From an optimization exercise on the open Yosys and OpenROAD flow, aimed at small area, a short achievable clock period and few clock cycles; shortcuts taken in it are not production practice. Function was checked by simulation only, so behaviour that the tests miss may differ from the original. No activity file was given, so power comes from the tool's default toggle rates.

==> job 5856 <==
Design mips32_core, start of the top module:
module mips32_core(
    input clk,
    input reset_all,
    input HALT,
    output [15:0] out,
    output halted,
    output imem_en,
    output [10:0] imem_addr,
    input  [31:0] imem_rdata,
    output dmem_en,
    output dmem_we,
    output [10:0] dmem_addr,
    output [31:0] dmem_wdata,
    input  [31:0] dmem_rdata
    );
==> module mips32_core, before the edit <==
module mips32_core(
    input clk,
    input reset_all,
    input HALT,
    output [15:0] out,
    output halted,
    output imem_en,
    output [10:0] imem_addr,
    input  [31:0] imem_rdata,
    output dmem_en,
    output dmem_we,
    output [10:0] dmem_addr,
    output [31:0] dmem_wdata,
    input  [31:0] dmem_rdata
    );
    reg [31:0] R [0:15];
    reg [31:0] pc;       
    reg [31:0] ir;
    reg        irv;      
    reg        mv;       
    reg [10:0] fa;       
    reg        fen;      
    reg        hlt;      
    reg [1:0]  lds;      
    reg [3:0]  ldr;      
    reg        den, dwe;
    reg [10:0] dad;
    reg [31:0] dwd;
    assign out = {R[4][7:0], R[3][7:0]};
    assign halted = hlt;
    assign imem_en = fen;
    assign imem_addr = fa;
    assign dmem_en = den;
    assign dmem_we = dwe;
    assign dmem_addr = dad;
    assign dmem_wdata = dwd;
    wire [4:0] op = ir[31:27];
    wire [3:0] rs = ir[26:23];
    wire [3:0] rt = ir[22:19];
    wire [3:0] rd = ir[18:15];
    wire [31:0] imm = {{13{ir[18]}}, ir[18:0]};
    wire is_r   = (op == 5'd0);
    wire is_i   = ((op >= 5'd1) && (op <= 5'd13)) || (op == 5'd21);
    wire is_ld  = (op == 5'd14);
    wire is_st  = (op == 5'd15);
    wire is_br  = (op[4:2] == 3'b100);
    wire is_ret = (op == 5'd20);
    wire is_hlt = (op == 5'd22);
    wire busy = (lds != 2'd0) || hlt;
    wire ex   = irv && !busy;        
    reg [4:0] fn;
    always @* begin
        if (is_r) fn = ir[4:0];
        else if (op <= 5'd10) fn = op - 5'd1;
        else if (op == 5'd11) fn = 5'd12;
        else if (op == 5'd12) fn = 5'd13;
        else if (op == 5'd13) fn = 5'd19;
        else fn = 5'd14;
    end
    wire [31:0] A  = R[rs];
    wire [31:0] B  = R[rt];
    wire [31:0] B2 = is_r ? B : imm;
    wire alu  = is_r | is_i;
    wire inv  = alu && ((fn == 5'd1) || (fn == 5'd11) || (fn == 5'd12) || (fn == 5'd13) || (fn == 5'd16));
    wire four = alu && ((fn == 5'd10) || (fn == 5'd11));
    wire [31:0] ax = is_br ? pc : A;
    wire [31:0] bx = four ? 32'd4 : B2;
    wire [32:0] sum = {1'b0, ax} + {1'b0, inv ? ~bx : bx} + {32'd0, inv | is_br};
    wire cout = sum[32];
    wire eq  = (A == B2);
    wire ugt = cout & ~eq;           
    wire ult = ~cout;                
    wire sd  = A[31] ^ B2[31];
    wire lt  = sd ? A[31]  : (A[31] ? ugt : ult);
    wire gt  = sd ? B2[31] : (A[31] ? ult : ugt);
    reg [5:0] ham;
    integer k;
    always @* begin
        ham = 6'd0;
        for (k = 0; k < 32; k = k + 1) ham = ham + {5'd0, A[k]};
    end
    reg [31:0] res;
    always @* begin
        case (fn)
            5'd0, 5'd1, 5'd10, 5'd11: res = sum[31:0];
            5'd2:  res = A & B2;
            5'd3:  res = A | B2;
            5'd4:  res = A ^ B2;
            5'd5:  res = ~(A | B2);
            5'd6:  res = ~A;
            5'd7:  res = B2[0] ? {A[30:0], 1'b0} : A;
            5'd8:  res = B2[0] ? {1'b0, A[31:1]} : A;
            5'd9:  res = B2[0] ? {A[31], A[31:1]} : A;
            5'd12: res = {31'd0, lt};
            5'd13: res = {31'd0, gt};
            5'd14: res = {26'd0, ham};
            5'd16: res = lt ? A : B2;
            5'd17: res = A;
            5'd18: res = B2;
            5'd19: res = {16'd0, A[31:16]};
            default: res = 32'd0;
        endcase
    end
    wire [31:0] pc1 = pc + 32'd1;
    wire taken = is_br && ((op[1:0] == 2'd0) ||
                           ((op[1:0] == 2'd1) && A[31]) ||
                           ((op[1:0] == 2'd2) && !A[31] && (A != 32'd0)) ||
                           ((op[1:0] == 2'd3) && (A == 32'd0)));
    wire redirect = ex && (taken || is_ret);
    wire [31:0] target = is_ret ? A : sum[31:0];
    wire        ldw = (lds == 2'd2);
    wire        wen = ldw || (ex && (alu || is_br));
    wire [3:0]  wa  = ldw ? ldr : (is_r ? rd : (is_br ? 4'd15 : rt));
    wire [31:0] wd  = ldw ? dmem_rdata : (is_br ? pc1 : res);
    wire adv = !irv || ex;           
    wire hlt_n = hlt ? !HALT : (ex && is_hlt);
    wire busy_n = (ex && is_ld) || (lds == 2'd1) || hlt_n;
    always @(posedge clk) begin
        if (reset_all) begin
            pc <= 32'd0; irv <= 1'b0; mv <= 1'b0; fa <= 11'd0; fen <= 1'b1;
            hlt <= 1'b0; lds <= 2'd0; den <= 1'b0;
        end else begin
            if (redirect) begin
                fa <= target[10:0]; mv <= 1'b0; irv <= 1'b0; pc <= target;
            end else begin
                if (fen) fa <= fa + 11'd1;
                mv <= fen | (mv & !adv);
                if (adv) irv <= mv;
                if (ex) pc <= pc1;
            end
            fen <= !busy_n;
            hlt <= hlt_n;
            if (ex && is_ld) lds <= 2'd1;
            else if (lds == 2'd1) lds <= 2'd2;
            else lds <= 2'd0;
            den <= ex && (is_ld || is_st);
        end
        if (adv) ir <= imem_rdata;
        if (ex && is_ld) ldr <= rt;
        dwe <= is_st;
        dad <= sum[10:0];
        dwd <= B;
    end
    always @(posedge clk) begin
        if (reset_all) begin
            R[0] <= 32'd0; R[1] <= 32'd0; R[2] <= 32'd0; R[3] <= 32'd0;
            R[4] <= 32'd0; R[5] <= 32'd0; R[6] <= 32'd0; R[7] <= 32'd0;
            R[8] <= 32'd0; R[9] <= 32'd0; R[14] <= 32'd0;
        end else if (wen) R[wa] <= wd;
    end
endmodule
make LEC_CHECK=0 CAP_MARGIN=20 CORE_MARGIN=2 CORE_UTILIZATION=40 SLEW_MARGIN=20 finish   # period 34.0 ns
run.sh (not shown) runs the stock make flow with config.mk's settings and CLKGATE_MAP_FILE= SYNTH_SCRIPT=/design/flow/synth_recipe.tcl, a recipe that flattens the netlist after the stock synthesis.
==> job 4442 (differences from job 5856) <==
--- a/flow/design.v
+++ b/flow/design.v
@@ -735,138 +735,15 @@
     input  [31:0] dmem_rdata
     );
-    reg [31:0] R [0:15];
-    reg [31:0] pc;       
-    reg [31:0] ir;
-    reg        irv;      
-    reg        mv;       
-    reg [10:0] fa;       
-    reg        fen;      
-    reg        hlt;      
-    reg [1:0]  lds;      
-    reg [3:0]  ldr;      
-    reg        den, dwe;
-    reg [10:0] dad;
-    reg [31:0] dwd;
-    assign out = {R[4][7:0], R[3][7:0]};
-    assign halted = hlt;
-    assign imem_en = fen;
-    assign imem_addr = fa;
-    assign dmem_en = den;
-    assign dmem_we = dwe;
-    assign dmem_addr = dad;
-    assign dmem_wdata = dwd;
-    wire [4:0] op = ir[31:27];
-    wire [3:0] rs = ir[26:23];
-    wire [3:0] rt = ir[22:19];
-    wire [3:0] rd = ir[18:15];
-    wire [31:0] imm = {{13{ir[18]}}, ir[18:0]};
-    wire is_r   = (op == 5'd0);
-    wire is_i   = ((op >= 5'd1) && (op <= 5'd13)) || (op == 5'd21);
-    wire is_ld  = (op == 5'd14);
-    wire is_st  = (op == 5'd15);
-    wire is_br  = (op[4:2] == 3'b100);
-    wire is_ret = (op == 5'd20);
-    wire is_hlt = (op == 5'd22);
-    wire busy = (lds != 2'd0) || hlt;
-    wire ex   = irv && !busy;        
-    reg [4:0] fn;
-    always @* begin
-        if (is_r) fn = ir[4:0];
-        else if (op <= 5'd10) fn = op - 5'd1;
-        else if (op == 5'd11) fn = 5'd12;
-        else if (op == 5'd12) fn = 5'd13;
-        else if (op == 5'd13) fn = 5'd19;
-        else fn = 5'd14;
-    end
-    wire [31:0] A  = R[rs];
-    wire [31:0] B  = R[rt];
-    wire [31:0] B2 = is_r ? B : imm;
-    wire alu  = is_r | is_i;
-    wire inv  = alu && ((fn == 5'd1) || (fn == 5'd11) || (fn == 5'd12) || (fn == 5'd13) || (fn == 5'd16));
-    wire four = alu && ((fn == 5'd10) || (fn == 5'd11));
-    wire [31:0] ax = is_br ? pc : A;
-    wire [31:0] bx = four ? 32'd4 : B2;
-    wire [32:0] sum = {1'b0, ax} + {1'b0, inv ? ~bx : bx} + {32'd0, inv | is_br};
-    wire cout = sum[32];
-    wire eq  = (A == B2);
-    wire ugt = cout & ~eq;           
-    wire ult = ~cout;                
-    wire sd  = A[31] ^ B2[31];
-    wire lt  = sd ? A[31]  : (A[31] ? ugt : ult);
-    wire gt  = sd ? B2[31] : (A[31] ? ult : ugt);
-    reg [5:0] ham;
-    integer k;
-    always @* begin
-        ham = 6'd0;
-        for (k = 0; k < 32; k = k + 1) ham = ham + {5'd0, A[k]};
-    end
-    reg [31:0] res;
-    always @* begin
-        case (fn)
-            5'd0, 5'd1, 5'd10, 5'd11: res = sum[31:0];
-            5'd2:  res = A & B2;
-            5'd3:  res = A | B2;
-            5'd4:  res = A ^ B2;
-            5'd5:  res = ~(A | B2);
-            5'd6:  res = ~A;
-            5'd7:  res = B2[0] ? {A[30:0], 1'b0} : A;
-            5'd8:  res = B2[0] ? {1'b0, A[31:1]} : A;
-            5'd9:  res = B2[0] ? {A[31], A[31:1]} : A;
-            5'd12: res = {31'd0, lt};
-            5'd13: res = {31'd0, gt};
-            5'd14: res = {26'd0, ham};
-            5'd16: res = lt ? A : B2;
-            5'd17: res = A;
-            5'd18: res = B2;
-            5'd19: res = {16'd0, A[31:16]};
-            default: res = 32'd0;
-        endcase
-    end
-    wire [31:0] pc1 = pc + 32'd1;
-    wire taken = is_br && ((op[1:0] == 2'd0) ||
-                           ((op[1:0] == 2'd1) && A[31]) ||
-                           ((op[1:0] == 2'd2) && !A[31] && (A != 32'd0)) ||
-                           ((op[1:0] == 2'd3) && (A == 32'd0)));
-    wire redirect = ex && (taken || is_ret);
-    wire [31:0] target = is_ret ? A : sum[31:0];
-    wire        ldw = (lds == 2'd2);
-    wire        wen = ldw || (ex && (alu || is_br));
-    wire [3:0]  wa  = ldw ? ldr : (is_r ? rd : (is_br ? 4'd15 : rt));
-    wire [31:0] wd  = ldw ? dmem_rdata : (is_br ? pc1 : res);
-    wire adv = !irv || ex;           
-    wire hlt_n = hlt ? !HALT : (ex && is_hlt);
-    wire busy_n = (ex && is_ld) || (lds == 2'd1) || hlt_n;
-    always @(posedge clk) begin
-        if (reset_all) begin
-            pc <= 32'd0; irv <= 1'b0; mv <= 1'b0; fa <= 11'd0; fen <= 1'b1;
-            hlt <= 1'b0; lds <= 2'd0; den <= 1'b0;
-        end else begin
-            if (redirect) begin
-                fa <= target[10:0]; mv <= 1'b0; irv <= 1'b0; pc <= target;
-            end else begin
-                if (fen) fa <= fa + 11'd1;
-                mv <= fen | (mv & !adv);
-                if (adv) irv <= mv;
-                if (ex) pc <= pc1;
-            end
-            fen <= !busy_n;
-            hlt <= hlt_n;
-            if (ex && is_ld) lds <= 2'd1;
-            else if (lds == 2'd1) lds <= 2'd2;
-            else lds <= 2'd0;
-            den <= ex && (is_ld || is_st);
-        end
-        if (adv) ir <= imem_rdata;
-        if (ex && is_ld) ldr <= rt;
-        dwe <= is_st;
-        dad <= sum[10:0];
-        dwd <= B;
-    end
-    always @(posedge clk) begin
-        if (reset_all) begin
-            R[0] <= 32'd0; R[1] <= 32'd0; R[2] <= 32'd0; R[3] <= 32'd0;
-            R[4] <= 32'd0; R[5] <= 32'd0; R[6] <= 32'd0; R[7] <= 32'd0;
-            R[8] <= 32'd0; R[9] <= 32'd0; R[14] <= 32'd0;
-        end else if (wen) R[wa] <= wd;
-    end
+    wire resetPC,en,read,write;
+    wire writeport,writedata,src1,src2,ld_lmd,en_data_mem;
+    wire wri_data_mem,en_ins_mem;
+    wire [4:0] alu_func;
+    wire selcomp;
+    wire [1:0] selsig;
+    wire selPC,ld_pc,load_ir,isbranch;
+    wire [31:0] out_ins;
+    wire [2:0] comp_res;
+    data_path DP(clk,en,read,write,writeport,writedata,src1,src2,ld_lmd,en_data_mem,wri_data_mem,en_ins_mem,alu_func,selcomp,selsig,selPC,ld_pc,resetPC,reset_all,load_ir,isbranch,out_ins,comp_res,out,
+                 imem_en,imem_addr,imem_rdata,dmem_en,dmem_we,dmem_addr,dmem_wdata,dmem_rdata);
+    control_path CP(load_ir,ld_pc,resetPC,en_ins_mem,en,read,write,src1,src2,alu_func,selcomp,selsig,selPC,en_data_mem,wri_data_mem,ld_lmd,writedata,writeport,isbranch,out_ins,comp_res,reset_all,HALT,clk,halted);
 endmodule
==> results.py <==
metrics = {
    "outcome": {
        "outcome": "timing/DRC/antenna clean",
    },
    "min_path": {
        "min-delay-start": "DP.pc1.pc[14]",
    },
    "floorplan": {
        "core_area_um2": 111000,
        "taps": 1488,
    },
    "setup_path": {
        "crit_path_max_incr_delay_ns": 0.70,
        "path_buf_inv": 3,
        "cp_slowest_cell": "nor2_1",
    },
    "detailed_routing": {
        "routedWlPerCell_um": 34.6,
        "dr_wl_met3_mm": 25.6,
    },
    "power": {
        "p_per_area_nw_per_um2": 80.4,
        "p_leak_nw": 18.9,
    },
    "placement": {
        "place_area_um2": 47900,
    },
    "finish": {
        "stdcell_area_um2": 50600,
        "clock_buffers": 100,
        "seq_area_um2": 19000,
    },
    "timing": {
        "postLayoutSetupSlackWorst_ns": 1.79,
        "whs_ns": 0.466,
    },
    "clock_network": {
        "cts.sinks": 654,
    },
    "synth": {
        "ys_types": 106,
        "syn_area_per_cell_um2": 11.7,
    },
}
The numbers above come from job 4442.

==> results.py <==
metrics = {
    "timing": {
        "whs_ns": 0.431,
        "postLayoutSetupSlackWorst_ns": 24.49,
    },
    "finish": {
        "stdcell_area_um2": 44900,
        "clock_buffers": 102,
        "seq_area_um2": 18200,
    },
    "synth": {
        "synth-seq-cells": 650,
        "syn_area_per_cell_um2": 11.5,
        "ys_types": 95,
    },
    "setup_path": {
        "crit_path_max_incr_delay_ns": 0.71,
        "path_buf_inv": 8,
        "cp_slowest_cell": "buf_4",
    },
    "min_path": {
        "min-delay-start": "ir[23]",
    },
    "clock_network": {
        "cts.sinks": 650,
    },
    "power": {
        "p_per_area_nw_per_um2": 54.8,
        "largestPowerGroup": "sequential cells",
        "p_leak_nw": 15.7,
    },
    "detailed_routing": {
        "routedWlPerCell_um": 31.2,
        "dr_wl_met3_mm": 16.5,
    },
    "outcome": {
        "outcome": "timing/DRC/antenna clean",
    },
    "floorplan": {
        "core_area_um2": 98300,
    },
}
The numbers above come from job 5856.

Testbench counts of job 5856, summed over its fixed seeds: cycles 61,412.
Testbench counts of job 4442, summed over its fixed seeds: cycles 190,042.

## afterwards: timing with drivers on the ports
The results above use ideal ports. As a check the final layout listed here was re-extracted and re-timed, cells and wires unchanged. Step 1 assumes that a clkbuf_16 drives the clock port and a buf_2 every other input. Step 2 moves the port delays by t, midway between the first and last clock arrival at a register: inputs arrive t later, outputs are due t later. That takes back most of the time a late clock gives input paths. a / b / c = ideal ports / drivers / drivers and shift; a / b = the first two.
run: job 5856
t (ns): 0.710
slack for setup (ns): 24.489 / 24.489 / 24.015
worst setup path at the end: input to register
latest minus earliest clock arrival (ns): 0.027 / 0.027
slew at the worst register clock pin (ns): 0.07 / 0.07
After both steps setup and hold are still met in job 5856. For job 5856, drivers alone change the setup slack by 0.000 ns; drivers and shift together by -0.474 ns.
